From an optimization exercise on the open Yosys and OpenROAD flow, aimed at a short achievable clock period and few clock cycles per item; shortcuts taken in it are not production practice.
Function was checked by simulation only, so behaviour that the tests miss may differ from the original.
Power is estimated from default activity; no workload was simulated.

==> nickel <==
Design processor_arm, start of the top module:
module processor_arm
    #(parameter N = 64) (
    input  logic         CLOCK_50, reset,
    output logic [N-1:0] IM_addr,
    input  logic [31:0]  IM_readData,
    output logic [N-1:0] DM_writeData, DM_addr,
    output logic         DM_writeEnable, DM_readEnable,
    input  logic [N-1:0] DM_readData
);
    logic clk;
    assign clk = CLOCK_50;
    logic [9:0]  pc;             
    logic [31:0] ir_d;
    logic [9:0]  pc_d;
    logic        v_d;
    logic        pred_d;         
    logic [4:0]  r2_d;           
    logic [30:0] oh1, oh2;       
    logic [63:0] a_e, b_e, s_e;
    logic        sub_e, and_e, or_e, ekz_e;    
    logic [4:0]  rd_e;
    logic        we_e, ld_e, st_e;
    logic [63:0] res_m, sd_m;
    logic [4:0]  rd_m;
    logic        we_m, ld_m;
    logic [63:0] dma_q;
    logic        dre_q, dwe_q;
    logic [9:0]  ima_q;
    logic [63:0] regs [0:30];
    logic [30:0] zbit;
    logic        wl_v, wl_z;
    logic [4:0]  wl_r;
    logic [10:0] op;
    assign op = ir_d[31:21];
    logic is_ldur, is_stur, is_cbz, is_add, is_sub, is_and, is_orr;
    logic is_addi, is_subi, is_andi, is_orri, is_movz, is_r, is_i;
    logic [11:0] dec_d, dec_f;
    logic [10:0] fop;
    assign fop = IM_readData[31:21];
    assign dec_f = {(fop == 11'b111_1100_0010),
                    (fop == 11'b111_1100_0000),
                    (fop[10:3] == 8'b1011_0100),
                    (fop == 11'b100_0101_1000),
                    (fop == 11'b110_0101_1000),
                    (fop == 11'b100_0101_0000),
                    (fop == 11'b101_0101_0000),
                    (fop[10:1] == 10'b100_1000_100),
                    (fop[10:1] == 10'b110_1000_100),
                    (fop[10:1] == 10'b100_1001_000),
                    (fop[10:1] == 10'b101_1001_000),
                    (fop[10:2] == 9'b110_1001_01)};
    assign {is_ldur, is_stur, is_cbz, is_add, is_sub, is_and, is_orr,
            is_addi, is_subi, is_andi, is_orri, is_movz} = dec_d;
  ...
clock: 10.0 ns
lec_check: 0
cap_margin: 30
core_margin: 2
core_utilization: 35
place_density: 0.45
slew_margin: 50
synth_hierarchical: 1
synth_minimum_keep_size: 0
standard.sh (not shown) runs the stock make flow with config.mk's settings and CLKGATE_MAP_FILE= SYNTH_SCRIPT=/design/flow/synth_recipe.tcl, a recipe that flattens the netlist after the stock synthesis.
==> flow/flow/run.sh <==
#!/bin/bash
# Standard layout (the standard.sh, standard synthesis unchanged), with the
# timing repair asked to aim well below the clock period, and the port buffers
# made plain buffers (the default picks a delay cell, which the footprint-
# matching repair then cannot swap for a faster buffer).
set -euo pipefail
bash standard.sh SETUP_SLACK_MARGIN=7 "BUFFER_PORTS_ARGS=-buffer_cell sky130_fd_sc_hd__buf_6" finish > flow_make.log 2>&1
==> inputs of amber, as changes to nickel <==
--- a/flow/design.v
+++ b/flow/design.v
@@ -25,14 +25,12 @@
     logic        we_m, ld_m;
     logic [63:0] dma_q;
     logic        dre_q, dwe_q;
     logic [9:0]  ima_q;
     logic [63:0] regs [0:30];
     logic [30:0] zbit;
-    logic        wl_v, wl_z;
-    logic [4:0]  wl_r;
     logic [10:0] op;
     assign op = ir_d[31:21];
     logic is_ldur, is_stur, is_cbz, is_add, is_sub, is_and, is_orr;
     logic is_addi, is_subi, is_andi, is_orri, is_movz, is_r, is_i;
     logic [11:0] dec_d, dec_f;
     logic [10:0] fop;
@@ -97,15 +95,13 @@
     fwd4 FS(.x_sum(sum_e), .x_and(and_v), .x_or(or_v), .x_oth(s_oth),
             .s_sum(e2 & sum_sel), .s_and(e2 & and_e), .s_or(e2 & or_e), .s_oth(~e2), .y(s_next));
     logic stall;
     assign stall = v_d & ( (uses1 & e1 & ld_e) | (uses2 & e2 & ld_e) |
                            (is_cbz & ~e2 & m2 & ld_m) );
     logic zc, taken, redirect_d;
-    logic w2;
-    assign w2    = wl_v & (wl_r == r2);
-    assign zc    = w2 ? wl_z : |(oh2 & zbit) | (r2 == 5'd31);
+    assign zc    = |(oh2 & zbit) | (r2 == 5'd31);
     logic cbz_ok;
     assign cbz_ok     = v_d & is_cbz & ~stall;
     logic rd_ne, rd_e1, rd_e0;
     assign rd_ne      = cbz_ok & ~e2 & (zc ^ pred_d);
     assign rd_e1      = cbz_ok & e2 & ~pred_d;    
     assign rd_e0      = cbz_ok & e2 & pred_d;     
@@ -137,13 +133,13 @@
     logic [31:0] zvo;
     assign zvo = {1'b1, zbit};
     fpred FP(.frt(frt), .zvo(zvo), .d_en(v_d & writes), .d_rd(rt), .dkz(dkz),
              .e_en(we_e), .e_rd(rd_e), .ze(ekz_e), .fz(fz));
     assign pred_f = f_cbz & fz;
     logic [9:0] target_f;
-    ks_add10 TADD(.a(pc), .b(fi[14:5]), .s(target_f));
+    assign target_f = pc + fi[14:5];
     logic [4:0]  f_r2;
     logic [30:0] f_oh1, f_oh2;
     assign f_r2 = fi[28] ? fi[4:0] : fi[20:16];
     always_comb
         for (int i = 0; i < 31; i++) begin
             f_oh1[i] = (fi[9:5] == i);
@@ -156,23 +152,27 @@
         else                    bimm = {52'd0, ir_d[21:10]};
     end
     logic        go;
     assign sub_d = is_sub | is_subi;
     assign go    = v_d & ~stall;
     logic [9:0] pc_base, pc_next, ima_next;
-    logic sf, st, sb, sfr, str_, sbr;
+    logic [9:0] pa, pa_r, pcb_r, fix_r, x1, x0, x1r, x0r;
+    logic       red1, red0;
     assign pc_base = stall ? pc : pc1;
-    pcsel3 PS(.z(z_e), .rd_ne(rd_ne), .rd_e1(rd_e1), .rd_e0(rd_e0), .fz(fz),
-              .t(f_cbz & ~stall), .reset(reset),
-              .sf(sf), .st(st), .sb(sb), .sfr(sfr), .str_(str_), .sbr(sbr));
-    ao3 A1(.s0(sf), .x0(fix_pc), .s1(st), .x1(target_f), .s2(sb), .x2(pc_base), .y(pc_next));
-    ao3 A2(.s0(sfr), .x0(fix_pc), .s1(str_), .x1(target_f), .s2(sbr), .x2(pc_base), .y(ima_next));
-    always_ff @(posedge clk, posedge reset) begin
-        if (reset) wl_v <= 1'b0;
-        else       wl_v <= we_m & ld_m & ~(we_e & ~ld_e & (rd_e == rd_m));
-    end
+    assign pa      = (f_cbz & ~stall) ? target_f : pc_base;
+    assign pa_r    = reset ? 10'd0 : pa;
+    assign pcb_r   = reset ? 10'd0 : pc_base;
+    assign fix_r   = reset ? 10'd0 : fix_pc;
+    assign red1    = rd_ne | rd_e1;
+    assign red0    = rd_ne | rd_e0;
+    pcsel2 P1(.red(red1), .fz(fz), .fix(fix_pc), .pa(pa), .pb(pc_base), .y(x1));
+    pcsel2 P0(.red(red0), .fz(fz), .fix(fix_pc), .pa(pa), .pb(pc_base), .y(x0));
+    pcsel2 R1(.red(red1), .fz(fz), .fix(fix_r), .pa(pa_r), .pb(pcb_r), .y(x1r));
+    pcsel2 R0(.red(red0), .fz(fz), .fix(fix_r), .pa(pa_r), .pb(pcb_r), .y(x0r));
+    zsel ZS1(.z(z_e), .x1(x1), .x0(x0), .y(pc_next));
+    zsel ZS2(.z(z_e), .x1(x1r), .x0(x0r), .y(ima_next));
     always_ff @(posedge clk, posedge reset) begin
         if (reset) begin
             pc  <= 10'd0;
             v_d <= 1'b0;
         end else begin
             pc <= pc_next;
@@ -229,15 +229,13 @@
         ima_q <= ima_next;
         sd_m  <= s_e;
         rd_m  <= rd_e;
     end
     always_ff @(posedge clk) begin
         if (we_m) regs[rd_m] <= mval;
-        wl_r <= rd_m;
-        wl_z <= ~|DM_readData;
-        if (wl_v) zbit[wl_r] <= wl_z;
+        if (we_m & ld_m) zbit[rd_m] <= ~|DM_readData;
         if (we_e & ~ld_e) zbit[rd_e] <= z_e;
     end
     assign IM_addr        = {52'd0, ima_q, 2'b00};
     assign DM_addr        = dma_q;
     assign DM_writeData   = sd_m;
     assign DM_writeEnable = dwe_q;
@@ -312,53 +310,20 @@
     input  logic [4:0]  d_rd, e_rd,
     output logic        fz
 );
     assign fz = (d_en & (d_rd == frt)) ? dkz :
                 (e_en & (e_rd == frt)) ? ze : zvo[frt];
 endmodule
-module ks_add10 (
-    input  logic [9:0] a, b,
-    output logic [9:0] s
-);
-    logic [9:0]  p0, c;
-    logic [49:0] G, P;
-    assign p0 = a ^ b;
-    assign G[9:0] = a & b;
-    assign P[9:0] = p0;
-    genvar l, i;
-    generate
-        for (l = 1; l < 5; l = l + 1) begin : lvl
-            for (i = 0; i < 10; i = i + 1) begin : bt
-                if (i >= (1 << (l - 1))) begin : op
-                    assign G[l*10+i] = G[(l-1)*10+i] | (P[(l-1)*10+i] & G[(l-1)*10+i-(1 << (l-1))]);
-                    assign P[l*10+i] = P[(l-1)*10+i] & P[(l-1)*10+i-(1 << (l-1))];
-                end else begin : pass
-                    assign G[l*10+i] = G[(l-1)*10+i];
-                    assign P[l*10+i] = P[(l-1)*10+i];
-                end
-            end
-        end
-    endgenerate
-    assign c = {G[4*10+8:4*10], 1'b0};
-    assign s = p0 ^ c;
-endmodule
-module pcsel3 (
-    input  logic z, rd_ne, rd_e1, rd_e0, fz, t, reset,
-    output logic sf, st, sb, sfr, str_, sbr
+module zsel (
+    input  logic       z,
+    input  logic [9:0] x1, x0,
+    output logic [9:0] y
 );
-    logic red, tk;
-    assign red  = rd_ne | (z ? rd_e1 : rd_e0);
-    assign tk   = fz & t;
-    assign sf   = red;
-    assign st   = ~red & tk;
-    assign sb   = ~red & ~tk;
-    assign sfr  = red & ~reset;
-    assign str_ = ~red & tk & ~reset;
-    assign sbr  = ~red & ~tk & ~reset;
+    assign y = z ? x1 : x0;
 endmodule
-module ao3 (
-    input  logic       s0, s1, s2,
-    input  logic [9:0] x0, x1, x2,
+module pcsel2 (
+    input  logic       red, fz,
+    input  logic [9:0] fix, pa, pb,
     output logic [9:0] y
 );
-    assign y = ({10{s0}} & x0) | ({10{s1}} & x1) | ({10{s2}} & x2);
+    assign y = red ? fix : fz ? pa : pb;
 endmodule
Settings changed: CAP_MARGIN 30 to 20, CORE_UTILIZATION 35 to 40, PLACE_DENSITY 0.45 to default, SLEW_MARGIN 50 to 20.
==> inputs of lagoon, as changes to nickel <==
--- a/flow/design.v
+++ b/flow/design.v
@@ -135,12 +135,15 @@
     assign dknz  = (is_movz & (ir_d[20:5] != 16'd0)) |
                    (is_orri & (ir_d[21:10] != 12'd0));
     logic [31:0] zvo;
     assign zvo = {1'b1, zbit};
     fpred FP(.frt(frt), .zvo(zvo), .d_en(v_d & writes), .d_rd(rt), .dkz(dkz),
              .e_en(we_e), .e_rd(rd_e), .ze(ekz_e), .fz(fz));
+    logic fzn;
+    fpredn FPN(.frt(frt), .zvo(zvo), .d_en(v_d & writes), .d_rd(rt), .dkz(dkz),
+               .e_en(we_e), .e_rd(rd_e), .ze(ekz_e), .fzn(fzn));
     assign pred_f = f_cbz & fz;
     logic [9:0] target_f;
     ks_add10 TADD(.a(pc), .b(fi[14:5]), .s(target_f));
     logic [4:0]  f_r2;
     logic [30:0] f_oh1, f_oh2;
     assign f_r2 = fi[28] ? fi[4:0] : fi[20:16];
@@ -156,19 +159,27 @@
         else                    bimm = {52'd0, ir_d[21:10]};
     end
     logic        go;
     assign sub_d = is_sub | is_subi;
     assign go    = v_d & ~stall;
     logic [9:0] pc_base, pc_next, ima_next;
-    logic sf, st, sb, sfr, str_, sbr;
+    logic [9:0] pa, pa_r, pcb_r, fix_r, x1, x0, x1r, x0r;
+    logic       red1, red0;
     assign pc_base = stall ? pc : pc1;
-    pcsel3 PS(.z(z_e), .rd_ne(rd_ne), .rd_e1(rd_e1), .rd_e0(rd_e0), .fz(fz),
-              .t(f_cbz & ~stall), .reset(reset),
-              .sf(sf), .st(st), .sb(sb), .sfr(sfr), .str_(str_), .sbr(sbr));
-    ao3 A1(.s0(sf), .x0(fix_pc), .s1(st), .x1(target_f), .s2(sb), .x2(pc_base), .y(pc_next));
-    ao3 A2(.s0(sfr), .x0(fix_pc), .s1(str_), .x1(target_f), .s2(sbr), .x2(pc_base), .y(ima_next));
+    assign pa      = (f_cbz & ~stall) ? target_f : pc_base;
+    assign pa_r    = (f_cbz & ~stall & ~reset) ? target_f : reset ? 10'd0 : pc_base;
+    assign pcb_r   = reset ? 10'd0 : pc_base;
+    assign fix_r   = reset ? 10'd0 : fix_pc;
+    assign red1    = rd_ne | rd_e1;
+    assign red0    = rd_ne | rd_e0;
+    pcsel2 P1(.red(red1), .fz(fz), .fix(fix_pc), .pa(pa), .pb(pc_base), .y(x1));
+    pcsel2 P0(.red(red0), .fz(fz), .fix(fix_pc), .pa(pa), .pb(pc_base), .y(x0));
+    pcsel2n R1(.red(red1), .fzn(fzn), .fix(fix_r), .pa(pa_r), .pb(pcb_r), .y(x1r));
+    pcsel2n R0(.red(red0), .fzn(fzn), .fix(fix_r), .pa(pa_r), .pb(pcb_r), .y(x0r));
+    zsel ZS1(.z(z_e), .x1(x1), .x0(x0), .y(pc_next));
+    zsel ZS2(.z(z_e), .x1(x1r), .x0(x0r), .y(ima_next));
     always_ff @(posedge clk, posedge reset) begin
         if (reset) wl_v <= 1'b0;
         else       wl_v <= we_m & ld_m & ~(we_e & ~ld_e & (rd_e == rd_m));
     end
     always_ff @(posedge clk, posedge reset) begin
         if (reset) begin
@@ -312,12 +323,43 @@
     input  logic [4:0]  d_rd, e_rd,
     output logic        fz
 );
     assign fz = (d_en & (d_rd == frt)) ? dkz :
                 (e_en & (e_rd == frt)) ? ze : zvo[frt];
 endmodule
+module zsel (
+    input  logic       z,
+    input  logic [9:0] x1, x0,
+    output logic [9:0] y
+);
+    assign y = z ? x1 : x0;
+endmodule
+module pcsel2 (
+    input  logic       red, fz,
+    input  logic [9:0] fix, pa, pb,
+    output logic [9:0] y
+);
+    assign y = red ? fix : fz ? pa : pb;
+endmodule
+module fpredn (
+    input  logic [4:0]  frt,
+    input  logic [31:0] zvo,
+    input  logic        d_en, dkz, e_en, ze,
+    input  logic [4:0]  d_rd, e_rd,
+    output logic        fzn
+);
+    assign fzn = (d_en & (d_rd == frt)) ? ~dkz :
+                 (e_en & (e_rd == frt)) ? ~ze : ~zvo[frt];
+endmodule
+module pcsel2n (
+    input  logic       red, fzn,
+    input  logic [9:0] fix, pa, pb,
+    output logic [9:0] y
+);
+    assign y = red ? fix : fzn ? pb : pa;
+endmodule
 module ks_add10 (
     input  logic [9:0] a, b,
     output logic [9:0] s
 );
     logic [9:0]  p0, c;
     logic [49:0] G, P;
@@ -338,27 +380,6 @@
             end
         end
     endgenerate
     assign c = {G[4*10+8:4*10], 1'b0};
     assign s = p0 ^ c;
 endmodule
-module pcsel3 (
-    input  logic z, rd_ne, rd_e1, rd_e0, fz, t, reset,
-    output logic sf, st, sb, sfr, str_, sbr
-);
-    logic red, tk;
-    assign red  = rd_ne | (z ? rd_e1 : rd_e0);
-    assign tk   = fz & t;
-    assign sf   = red;
-    assign st   = ~red & tk;
-    assign sb   = ~red & ~tk;
-    assign sfr  = red & ~reset;
-    assign str_ = ~red & tk & ~reset;
-    assign sbr  = ~red & ~tk & ~reset;
-endmodule
-module ao3 (
-    input  logic       s0, s1, s2,
-    input  logic [9:0] x0, x1, x2,
-    output logic [9:0] y
-);
-    assign y = ({10{s0}} & x0) | ({10{s1}} & x1) | ({10{s2}} & x2);
-endmodule
==> qor summary <==
|  | lagoon | nickel | amber |
|---|---|---|---|
| Worst path bufs/invs | 1 | 3 | 6 |
| Crit. Startpoint | dre_q$_DFF_PP0_ | b_e[26]$_DFF_P_ | IM_readData[2] |
| Post-CTS resize count | 1274 | 1168 | 1292 |
| Placement-stage cell area | 0.133 mm^2 | 0.132 mm^2 | 0.131 mm^2 |
| Avg WL per Cell | 41.5 um | 41.1 um | 41.1 um |
| Clk. pwr | 11.1 mW | 10.9 mW | 10.5 mW |
| Length of the first detailed-routing pass in iterations | 7 | 8 | 15 |
| Syn avg cell area | 12.4 um^2 | 12.6 um^2 | 12.5 um^2 |
| Global-route wire length before repair | 842 mm | 820 mm | 784 mm |
| Proportion of synthesized flip-flops having asynchronous set or reset | 0.0332 | 0.0332 | 0.0329 |
| Outcome | complete, no violations | complete, no violations | complete, but fails checks |
| Layout check failures | - | - | max-slew violations |
| Data required time of the worst path | 8.00 ns | 10.83 ns | 10.79 ns |
| Cell Pwr Density | 183 mW/mm^2 | 186 mW/mm^2 | 186 mW/mm^2 |
| Area inside the core boundary | 0.355 mm^2 | 0.349 mm^2 | 0.309 mm^2 |
| Critical Path Start Type | register | register | input pin |
| Layout cells sized above 1 | 0.319 | 0.301 | 0.292 |
| Post-CTS Setup Inserts | 249 | 215 | 186 |
| Fraction of standard cell area that is sequential | 0.459 | 0.478 | 0.475 |
| Global routing usage summed across all routing layers | 0.334 | 0.333 | 0.353 |
| Number of placed instances, taps included | 14600 | 14200 | 13800 |
| Portion of synthesized cell area occupied by the leading cell type | 0.505 | 0.513 | 0.507 |
| Via total after detailed routing | 104000 | 100000 | 106000 |
| Final estimated routing congestion in global placement | 0.946 | 0.991 | 1.01 |
| Number of flip-flops and latches in the synthesized netlist | 2564 | 2564 | 2557 |
| Horiz. Die Dim | 601 um | 596 um | 561 um |
Testbench counts of nickel, summed over its fixed seeds: cycles 51,357, instrs 48,617.
Testbench counts of amber, summed over its fixed seeds: cycles 51,340, instrs 48,617.
Testbench counts of lagoon, summed over its fixed seeds: cycles 51,357, instrs 48,617.

## afterwards: timing with drivers on the ports
No port has a modelled driver above. Below, the same layouts with a new extraction and two added sets of constraints. Step 1 assumes that a clkbuf_16 drives the clock port and a buf_2 every other input. Step 2 moves the port delays by t, midway between the first and last clock arrival at a register: inputs arrive t later, outputs are due t later. That takes back most of the time a late clock gives input paths. a / b / c = no drivers / after step 1 / after step 2; a / b = the first two.
run | shift t [ns] | setup slack, ns | worst setup path at the end | worst register clock-pin slew, ns
nickel | 1.025 | 6.385 / 6.385 / 5.606 | input to register | 0.07 / 0.07
amber | 0.996 | 6.406 / 6.383 / 5.387 | input to register | 0.07 / 0.07
lagoon | 1.025 | 6.538 / 6.432 / 5.513 | input to register | 0.07 / 0.07
The setup slack of lagoon, which loses most, moves by -0.106 ns with the drivers and by -1.025 ns with both steps.
